Context: an optimization exercise on an open-source flow, tuned for small area and a short achievable clock period. The choices shown serve that exercise and are no tape-out recipe. At most, simulation tests tie the RTL to the original design; equivalence was not proved. Power figures rest on the tool's default switching activity, not on a simulated workload.

// multiplier
module multiplier (a, b, prod, qnan, infinity, zero, normal, clk);
clock: 12.0 ns
lec_check: 0
cap_margin: 20
core_margin: 2
core_utilization: 62
cts_buf_list: sky130_fd_sc_hd__clkbuf_8
place_density: 0.75
slew_margin: 20
synth_hierarchical: 1
standard.sh (not shown) runs the stock make flow with config.mk's settings and CLKGATE_MAP_FILE= SYNTH_SCRIPT=/design/flow/synth_recipe.tcl, a recipe that flattens the netlist after the stock synthesis.
==> flow/flow/run.sh <==
#!/bin/bash
set -euo pipefail
cp standard.sh standard_copy.sh
sed "s|^make -C|make SETUP_SLACK_MARGIN=7.8 'CTS_ARGS=-sink_clustering_enable -repair_clock_nets -buf_list sky130_fd_sc_hd__clkbuf_8 -dont_use_dummy_load' -C|" standard.sh > tight.sh
grep -q "SETUP_SLACK_MARGIN=7.8 'CTS_ARGS=" tight.sh
bash tight.sh > make_flow.log 2>&1
Edit:
--- a/flow/design.v
+++ b/flow/design.v
@@ -25,25 +25,25 @@
   sgn1 <= a[15] ^ b[15];
 end
 wire b_m0 = ~|{bo[4:0], bt[4:0]};
 wire a_m0 = ~|sa[9:0];
 wire a_e1 = &ea, b_e1 = &eb;
 wire a_n = ~a_e1 & |ea, b_n = ~b_e1 & |eb;
 wire a_inf = a_e1 & a_m0, b_inf = b_e1 & b_m0;
 wire a_zero = ~a_n & ~a_e1 & a_m0, b_zero = ~b_n & ~b_e1 & b_m0;
 wire c_qnan = (a_inf & b_zero) | (b_inf & a_zero);
 wire c_zero = ~a_inf & ~b_inf & (a_zero | b_zero);
 wire c_fin = ~a_e1 & ~b_e1 & ~a_zero & ~b_zero;
 wire [5:0] esum = ea + eb;
-wire [4:0] pe_nn = esum[4:0] + 5'd17;
+wire [4:0] pe_nn = ea + eb + 5'd17;
 wire [4:0] c_pe0 = (a_n & b_n) ? pe_nn : a_n ? ea : b_n ? eb : 5'd15;
 wire [4:0] c_pe1 = c_pe0 + 5'd1;
 wire c_f0 = c_fin & (~(a_n & b_n) | (esum <= 6'd45));
 wire c_f1 = c_fin & ((a_n & b_n) ? (esum <= 6'd44) : a_n ? (ea != 5'd30) : b_n ? (eb != 5'd30) : 1'b1);
 wire pp_0_0 = ~(bn[0] ^ ((bo[0] & sa[0])));
 wire pp_0_1 = ~(bn[0] ^ ((bo[0] & sa[1]) | (bt[0] & sa[0])));
 wire pp_0_2 = ~(bn[0] ^ ((bo[0] & sa[2]) | (bt[0] & sa[1])));
 wire pp_0_3 = ~(bn[0] ^ ((bo[0] & sa[3]) | (bt[0] & sa[2])));
 wire pp_0_4 = ~(bn[0] ^ ((bo[0] & sa[4]) | (bt[0] & sa[3])));
 wire pp_0_5 = ~(bn[0] ^ ((bo[0] & sa[5]) | (bt[0] & sa[4])));
 wire pp_0_6 = ~(bn[0] ^ ((bo[0] & sa[6]) | (bt[0] & sa[5])));
 wire pp_0_7 = ~(bn[0] ^ ((bo[0] & sa[7]) | (bt[0] & sa[6])));
@@ -337,45 +337,47 @@
 assign ncy[14] = G3_13;
 assign ncy[15] = G3_14;
 assign ncy[16] = G3_15;
 assign ncy[17] = G4_16;
 assign ncy[18] = G4_17;
 assign ncy[19] = G4_18;
 assign ncy[20] = G4_19;
 assign ncy[21] = G4_20;
 assign ncy[22] = G4_21;
 wire [21:0] raw = ~(cp ^ ncy[21:0]);
 reg [11:0] r2;
 reg hin2, sgn2, q2, z2, f02, f12;
-reg [4:0] e02, e12;
+reg [4:0] pe2;
 always @(posedge clk) begin
   r2 <= raw[21:10];
   hin2 <= ~raw[21];
   sgn2 <= sgn1;
   q2 <= c_qnan;
   z2 <= c_zero;
   f02 <= c_f0;
   f12 <= c_f1;
-  e02 <= c_f0 ? c_pe0 : {5{~c_zero}};
-  e12 <= c_f1 ? c_pe1 : {5{~c_zero}};
+  pe2 <= c_pe0;
 end
+wire [4:0] pe2i = pe2 + 5'd1;
+wire [4:0] e0 = f02 ? pe2 : {5{~z2}};
+wire [4:0] e1 = f12 ? pe2i : {5{~z2}};
 wire hi = r2[11];
 wire lo = hin2;
 wire fin = (hi & f12) | (lo & f02);
 assign qnan = q2;
 assign zero = z2;
 assign normal = fin;
 assign infinity = ~(q2 | z2 | fin);
 assign prod[15] = sgn2;
-assign prod[14:10] = ({5{hi}} & e12) | ({5{lo}} & e02);
+assign prod[14:10] = ({5{hi}} & e1) | ({5{lo}} & e0);
 assign prod[9:0] = ({10{hi & f12}} & r2[10:1]) | ({10{lo & f02}} & r2[9:0]) | {q2, 3'b000, q2, 1'b0, q2, 1'b0, q2, 1'b0};
 endmodule
 module nhs (a, b, y);
 input a, b;
 output y;
 assign y = ~(a ^ b);
 endmodule
 module nhc (a, b, y);
 input a, b;
 output y;
 assign y = a | b;
 endmodule
First-iteration DRC count grows by 7.6%.
Clock skew shrinks by 0.027 ns.
Sequential power shrinks by 7.0%.
Non-clock buffer count grows by 2.
Die area shrinks by 1.2%.
Flip-flop and latch count shrinks by 5.
Cell area shrinks by 0.84%.
Core utilization grows by 2.3 points.
Via count shrinks by 1.3%.
Synthesized area shrinks by 1.2%.
Synthesized cell count shrinks by 0.71%.
The RTL of the first run of this note was laid out without a check of its function.

multiplier, a different RTL version from the one above (not shown whole).
For scale: about 570 cells after synthesis, about 66 flip-flops, ~53 I/O pins, about 5500 um2 of cells after synthesis.
clock: 12.0 ns
lec_check: 0
cap_margin: 20
core_margin: 2
core_utilization: 62
cts_buf_list: sky130_fd_sc_hd__clkbuf_8
place_density: 0.75
slew_margin: 20
synth_hierarchical: 1
Scripts as last shown in full above: flow/flow/run.sh
Edit:
--- a/flow/design.v
+++ b/flow/design.v
@@ -9,20 +9,21 @@
 generate for (gi = 0; gi < 6; gi = gi + 1) begin : rec
   assign c_bo[gi] = bx[2*gi+1] ^ bx[2*gi];
   assign c_bt[gi] = (bx[2*gi+2] & ~bx[2*gi+1] & ~bx[2*gi]) | (~bx[2*gi+2] & bx[2*gi+1] & bx[2*gi]);
 end endgenerate
 reg [10:0] sa;
 reg [5:0] bo, bt;
-reg [4:0] bn;
+reg [4:0] bn, bnn;
 reg [4:0] ea, eb;
 reg sgn1;
 always @(posedge clk) begin
   sa <= {~&a[14:10] & |a[14:10], a[9:0]};
   bo <= c_bo;
   bt <= c_bt;
   bn <= {b[9], b[7], b[5], b[3], b[1]};
+  bnn <= ~{b[9], b[7], b[5], b[3], b[1]};
   ea <= a[14:10];
   eb <= b[14:10];
   sgn1 <= a[15] ^ b[15];
 end
 wire b_m0 = ~|{bo[4:0], bt[4:0]};
 wire a_m0 = ~|sa[9:0];
@@ -31,13 +32,13 @@
 wire a_inf = a_e1 & a_m0, b_inf = b_e1 & b_m0;
 wire a_zero = ~a_n & ~a_e1 & a_m0, b_zero = ~b_n & ~b_e1 & b_m0;
 wire c_qnan = (a_inf & b_zero) | (b_inf & a_zero);
 wire c_zero = ~a_inf & ~b_inf & (a_zero | b_zero);
 wire c_fin = ~a_e1 & ~b_e1 & ~a_zero & ~b_zero;
 wire [5:0] esum = ea + eb;
-wire [4:0] pe_nn = esum[4:0] + 5'd17;
+wire [4:0] pe_nn = ea + eb + 5'd17;
 wire [4:0] c_pe0 = (a_n & b_n) ? pe_nn : a_n ? ea : b_n ? eb : 5'd15;
 wire [4:0] c_pe1 = c_pe0 + 5'd1;
 wire c_f0 = c_fin & (~(a_n & b_n) | (esum <= 6'd45));
 wire c_f1 = c_fin & ((a_n & b_n) ? (esum <= 6'd44) : a_n ? (ea != 5'd30) : b_n ? (eb != 5'd30) : 1'b1);
 wire pp_0_0 = ~(bn[0] ^ ((bo[0] & sa[0])));
 wire pp_0_1 = ~(bn[0] ^ ((bo[0] & sa[1]) | (bt[0] & sa[0])));
@@ -108,13 +109,12 @@
 wire pp_5_6 = ~((bo[5] & sa[6]) | (bt[5] & sa[5]));
 wire pp_5_7 = ~((bo[5] & sa[7]) | (bt[5] & sa[6]));
 wire pp_5_8 = ~((bo[5] & sa[8]) | (bt[5] & sa[7]));
 wire pp_5_9 = ~((bo[5] & sa[9]) | (bt[5] & sa[8]));
 wire pp_5_10 = ~((bo[5] & sa[10]) | (bt[5] & sa[9]));
 wire pp_5_11 = ~((bt[5] & sa[10]));
-wire [4:0] bnn = ~bn;
 wire s1, c2, s3, c4, s5, c6, s7, c8, s9, c10, s11, c12, s13, c14, s15, c16, s17, c18, s19, c20, s21, c22, s23, c24, s25, c26, s27, c28, s29, c30, s31, c32, s33, c34, s35, c36, s37, c38, s39, s40, c41, s42, c43, s44, c45, s46, c47, s48, c49, s50, c51, s52, c53, s54, c55, s56, c57, s58, c59, s60, c61, s62, c63, s64, c65, s66, c67, s68, c69, s70, s71, c72, s73, c74, s75, c76, s77, c78, s79, c80, s81, c82, s83, c84, s85, c86, s87, c88, s89, c90, s91, c92, s93, c94, s95, c96, s97, c98, s99, c100, s101, c102, s103, c104, s105, c106, s107, c108, s109;
 nhs us1 (.a(pp_0_6), .b(pp_1_4), .y(s1));
 nhc uc2 (.a(pp_0_6), .b(pp_1_4), .y(c2));
 nhs us3 (.a(pp_0_7), .b(pp_1_5), .y(s3));
 nhc uc4 (.a(pp_0_7), .b(pp_1_5), .y(c4));
 fa us5 (.y(pp_0_8), .x(pp_1_6), .cin(pp_2_4), .sum(s5), .cout(c6));
@@ -341,34 +341,38 @@
 assign ncy[18] = G4_17;
 assign ncy[19] = G4_18;
 assign ncy[20] = G4_19;
 assign ncy[21] = G4_20;
 assign ncy[22] = G4_21;
 wire [21:0] raw = ~(cp ^ ncy[21:0]);
-wire c_f01 = c_f0 & ~c_f1;
-reg [10:0] r2;
-reg s02, s12, nf2, sgn2, q2, z2;
-reg [4:0] pe02, pe12;
+reg [11:0] r2;
+reg hin2, sgn2, q2, z2, f02, f12;
+reg [4:0] pe2;
 always @(posedge clk) begin
-  r2 <= raw[20:10];
-  s12 <= raw[21] & c_f1;
-  s02 <= ~raw[21] & c_f0;
-  nf2 <= ~c_zero & (~c_f0 | (raw[21] & c_f01));
+  r2 <= raw[21:10];
+  hin2 <= ~raw[21];
   sgn2 <= sgn1;
   q2 <= c_qnan;
   z2 <= c_zero;
-  pe02 <= c_pe0;
-  pe12 <= c_pe1;
+  f02 <= c_f0;
+  f12 <= c_f1;
+  pe2 <= c_pe0;
 end
+wire [4:0] pe2i = pe2 + 5'd1;
+wire [4:0] e0 = f02 ? pe2 : {5{~z2}};
+wire [4:0] e1 = f12 ? pe2i : {5{~z2}};
+wire hi = r2[11];
+wire lo = hin2;
+wire fin = (hi & f12) | (lo & f02);
 assign qnan = q2;
 assign zero = z2;
-assign normal = s12 | s02;
-assign infinity = nf2 & ~q2;
+assign normal = fin;
+assign infinity = ~(q2 | z2 | fin);
 assign prod[15] = sgn2;
-assign prod[14:10] = ({5{s12}} & pe12) | ({5{s02}} & pe02) | {5{nf2}};
-assign prod[9:0] = ({10{s12}} & r2[10:1]) | ({10{s02}} & r2[9:0]) | {q2, 3'b000, q2, 1'b0, q2, 1'b0, q2, 1'b0};
+assign prod[14:10] = ({5{hi}} & e1) | ({5{lo}} & e0);
+assign prod[9:0] = ({10{hi & f12}} & r2[10:1]) | ({10{lo & f02}} & r2[9:0]) | {q2, 3'b000, q2, 1'b0, q2, 1'b0, q2, 1'b0};
 endmodule
 module nhs (a, b, y);
 input a, b;
 output y;
 assign y = ~(a ^ b);
 endmodule
Result:
- total power climbs by 9.6%
- sequential power came out lower by about 1%
- global-route usage grows by 1.8 points
- via count goes up by 2.0%
- cell area is about the same
- clock power hardly moves
- non-clock buffer count is lower by 12
- sequential share of layout area went up by 0.34 points
- fmax is lower by 1.5%
- final cell count stays flat
- first-iteration DRC count shrinks by 13%
- core utilization goes down by 0.44 points
No run of this note included a check of the RTL's function; only the layout flow was run.

re-timing with driven ports:
In the flow no input, the clock included, has a driving cell. The finished layouts below were timed again as built, in two steps. Step 1 assumes that a clkbuf_16 drives the clock port and a buf_2 every other input. Step 2 moves the port delays by t, midway between the first and last clock arrival at a register: inputs arrive t later, outputs are due t later. That takes back most of the time a late clock gives input paths. Three values: ideal, step 1, step 2; two values: the first two.
run	t, ns	setup WS [ns]	latest minus earliest clock arrival (ns)	worst register clock-pin slew, ns	worst slew at a driven data input, ns
the first run of note 1	0.363	7.892 / 7.859 / 7.992	0.042 / 0.042	0.09 / 0.09	0.03
the second run of note 1	0.364	7.875 / 7.844 / 7.932	0.014 / 0.014	0.06 / 0.06	0.04
the first run of note 2	0.357	7.913 / 7.913 / 7.913	0.036 / 0.036	0.08 / 0.08	0.04
the second run of note 2	0.358	7.853 / 7.823 / 7.865	0.026 / 0.026	0.08 / 0.08	0.04
After both steps setup and hold are still met in every run listed.
